Source: an optimization exercise on an open RTL-to-GDS flow (aim: small area, a short achievable clock period and few clock cycles). Production flows keep margins and buffers that such runs may drop.
Where RTL was checked, it was by simulation tests only, not by an equivalence proof against the original.
The flow treats the clock pin as an ideal source. Dropping or thinning the clock tree relies on that and would not hold on a real chip.
No activity file was given, so power comes from the tool's default toggle rates.

Setup of main:
==> module performance_counter, before the edit <==
module performance_counter #(
    parameter COUNTER_WIDTH = 16
) (
    input  logic                        clk,
    input  logic                        rst_n,
    input  logic                        block_completed,
    output logic [COUNTER_WIDTH-1:0]    blocks_processed,
    output logic [COUNTER_WIDTH-1:0]    cycles_elapsed
);
    logic [COUNTER_WIDTH-1:0] toggle;    
    always_comb begin
        toggle[0] = 1'b1;
        for (int i = 1; i < COUNTER_WIDTH; i++)
            toggle[i] = toggle[i-1] & blocks_processed[i-1];
    end
    always_ff @(posedge clk) begin
        blocks_processed <= {COUNTER_WIDTH{rst_n}}
                          & (blocks_processed ^ ({COUNTER_WIDTH{block_completed}} & toggle));
    end
    always_ff @(posedge clk) begin
        if (!rst_n)
            cycles_elapsed <= '0;
        else
            cycles_elapsed <= cycles_elapsed + 1'b1;
    end
endmodule
export LEC_CHECK = 0
export CAP_MARGIN = 20
export CORE_MARGIN = 2
export CORE_UTILIZATION = 35
export SLEW_MARGIN = 20
create_clock -name core_clock -period 6.0 [get_ports {clk}]
standard.sh (not shown) runs the stock make flow with config.mk's settings and CLKGATE_MAP_FILE= SYNTH_SCRIPT=/design/flow/synth_recipe.tcl, a recipe that flattens the netlist after the stock synthesis.
==> flow/flow/run.sh <==
#!/bin/bash
# Own layout flow: the standard ORFS flow (standard.sh) with
#  - every input and output port buffered by a plain sky130_fd_sc_hd__buf_1
#    (timing repair sizes it as needed) instead of the delay buffer
#    buffer_ports picks by default;
#  - ORFS's cts step replaced by flow/cts.tcl: a balanced one-level clock
#    tree (the clock port drives 4 clkbuf_16, each driving a cluster of
#    flip-flops), then setup repair aiming at REPAIR_MARGIN ns of slack;
#  - the same setup margin for the repair after global routing.
# Each step's output goes to its own log in the work folder (flow_place.log,
# flow_cts.log, flow_finish.log); ORFS's steps also keep their logs under
# orfs/logs/.
set -euo pipefail
REPAIR_MARGIN=${REPAIR_MARGIN:-4.0}
export BUFFER_PORTS_ARGS="-buffer_cell sky130_fd_sc_hd__buf_1"
bash standard.sh place > flow_place.log 2>&1
RESULTS_DIR=orfs/results/$FLOW_PLATFORM/crypto_accelerator_top/base \
PLATFORM_DIR=$FLOW_HOME/platforms/$FLOW_PLATFORM \
CTS_CLOCK_PORT=clk CTS_NBUF=4 CTS_BUF_CELL=sky130_fd_sc_hd__clkbuf_16 \
CTS_REPAIR_MARGIN=$REPAIR_MARGIN \
  openroad -no_init -exit flow/cts.tcl > flow_cts.log 2>&1
export SETUP_SLACK_MARGIN=$REPAIR_MARGIN
bash standard.sh > flow_finish.log 2>&1
Other scripts of this flow, unchanged in this note and not shown: flow/flow/cts.tcl
Testbench counts of main, summed over its fixed seeds: cycles 11,071.
The inputs of the feature branch differ from those of main as listed below.
--- a/flow/design.v
+++ b/flow/design.v
@@ -4,21 +4,17 @@
     input  logic                        clk,
     input  logic                        rst_n,
     input  logic                        block_completed,
     output logic [COUNTER_WIDTH-1:0]    blocks_processed,
     output logic [COUNTER_WIDTH-1:0]    cycles_elapsed
 );
-    logic [COUNTER_WIDTH-1:0] toggle;    
-    always_comb begin
-        toggle[0] = 1'b1;
-        for (int i = 1; i < COUNTER_WIDTH; i++)
-            toggle[i] = toggle[i-1] & blocks_processed[i-1];
-    end
     always_ff @(posedge clk) begin
-        blocks_processed <= {COUNTER_WIDTH{rst_n}}
-                          & (blocks_processed ^ ({COUNTER_WIDTH{block_completed}} & toggle));
+        if (!rst_n)
+            blocks_processed <= '0;
+        else if (block_completed)
+            blocks_processed <= blocks_processed + 1'b1;
     end
     always_ff @(posedge clk) begin
         if (!rst_n)
             cycles_elapsed <= '0;
         else
             cycles_elapsed <= cycles_elapsed + 1'b1;
==> comparison <==
No run among main and the feature branch stopped early or left any final violation; all are clean. NOTE: die area in the feature branch exceeds that of main. On clock network fraction of design power, the feature branch tracks main almost exactly. Of main and the feature branch, the run reporting the higher number of non-filler instances in the completed layout was the feature branch. main vs the feature branch, capture point of the critical path: u_performance_counter.blocks_processed[10] vs u_performance_counter.blocks_processed[13]. The feature branch against main: design area dropped 69 µm², total via count after detailed routing climbed 89, total track usage climbed 0.47 points, share of flip-flops with an asynchronous set or reset after synthesis barely changed. Of main and the feature branch, main shows the lower HPWL reported at the end of detailed placement, with the feature branch above it. The feature branch against main: total met2 wirelength after detailed routing -74 µm, area used by multi-input combinational logic dropped 4.5%, cell internal power dissipation was more or less identical, final critical-path share of the clock period lost 0.98 points, sequential fraction of the synthesis area went down by 0.78 points.
For the feature branch, only the layout was checked, not whether the RTL still works. In every run of this note, the design's own scripts or RTL, not TritonCTS, make the clock network.

port drivers added, routing unchanged:
In the flow no input, the clock included, has a driving cell. The finished layouts below were timed again as built, in two steps.
Step 1 sets driving cells, clkbuf_16 on the clock port and buf_2 on the other inputs (assumed; they add their load-dependent delay and slew).
Step 2 also shifts input and output timing later by t, the mid clock arrival at the registers, as if the neighbouring blocks saw the same clock.
a / b / c = no drivers / after step 1 / after step 2; a / b = the first two.
run | t, ns | setup WS [ns] | pins driven straight from the clock port
main | 0.232 | 3.749 / 3.770 / 3.538 | 4
the feature branch | 0.231 | 3.808 / 3.845 / 3.614 | 4
After both steps every run listed still meets setup and hold. For main, which loses most, drivers alone change the setup slack by +0.021 ns; drivers and shift together by -0.211 ns.
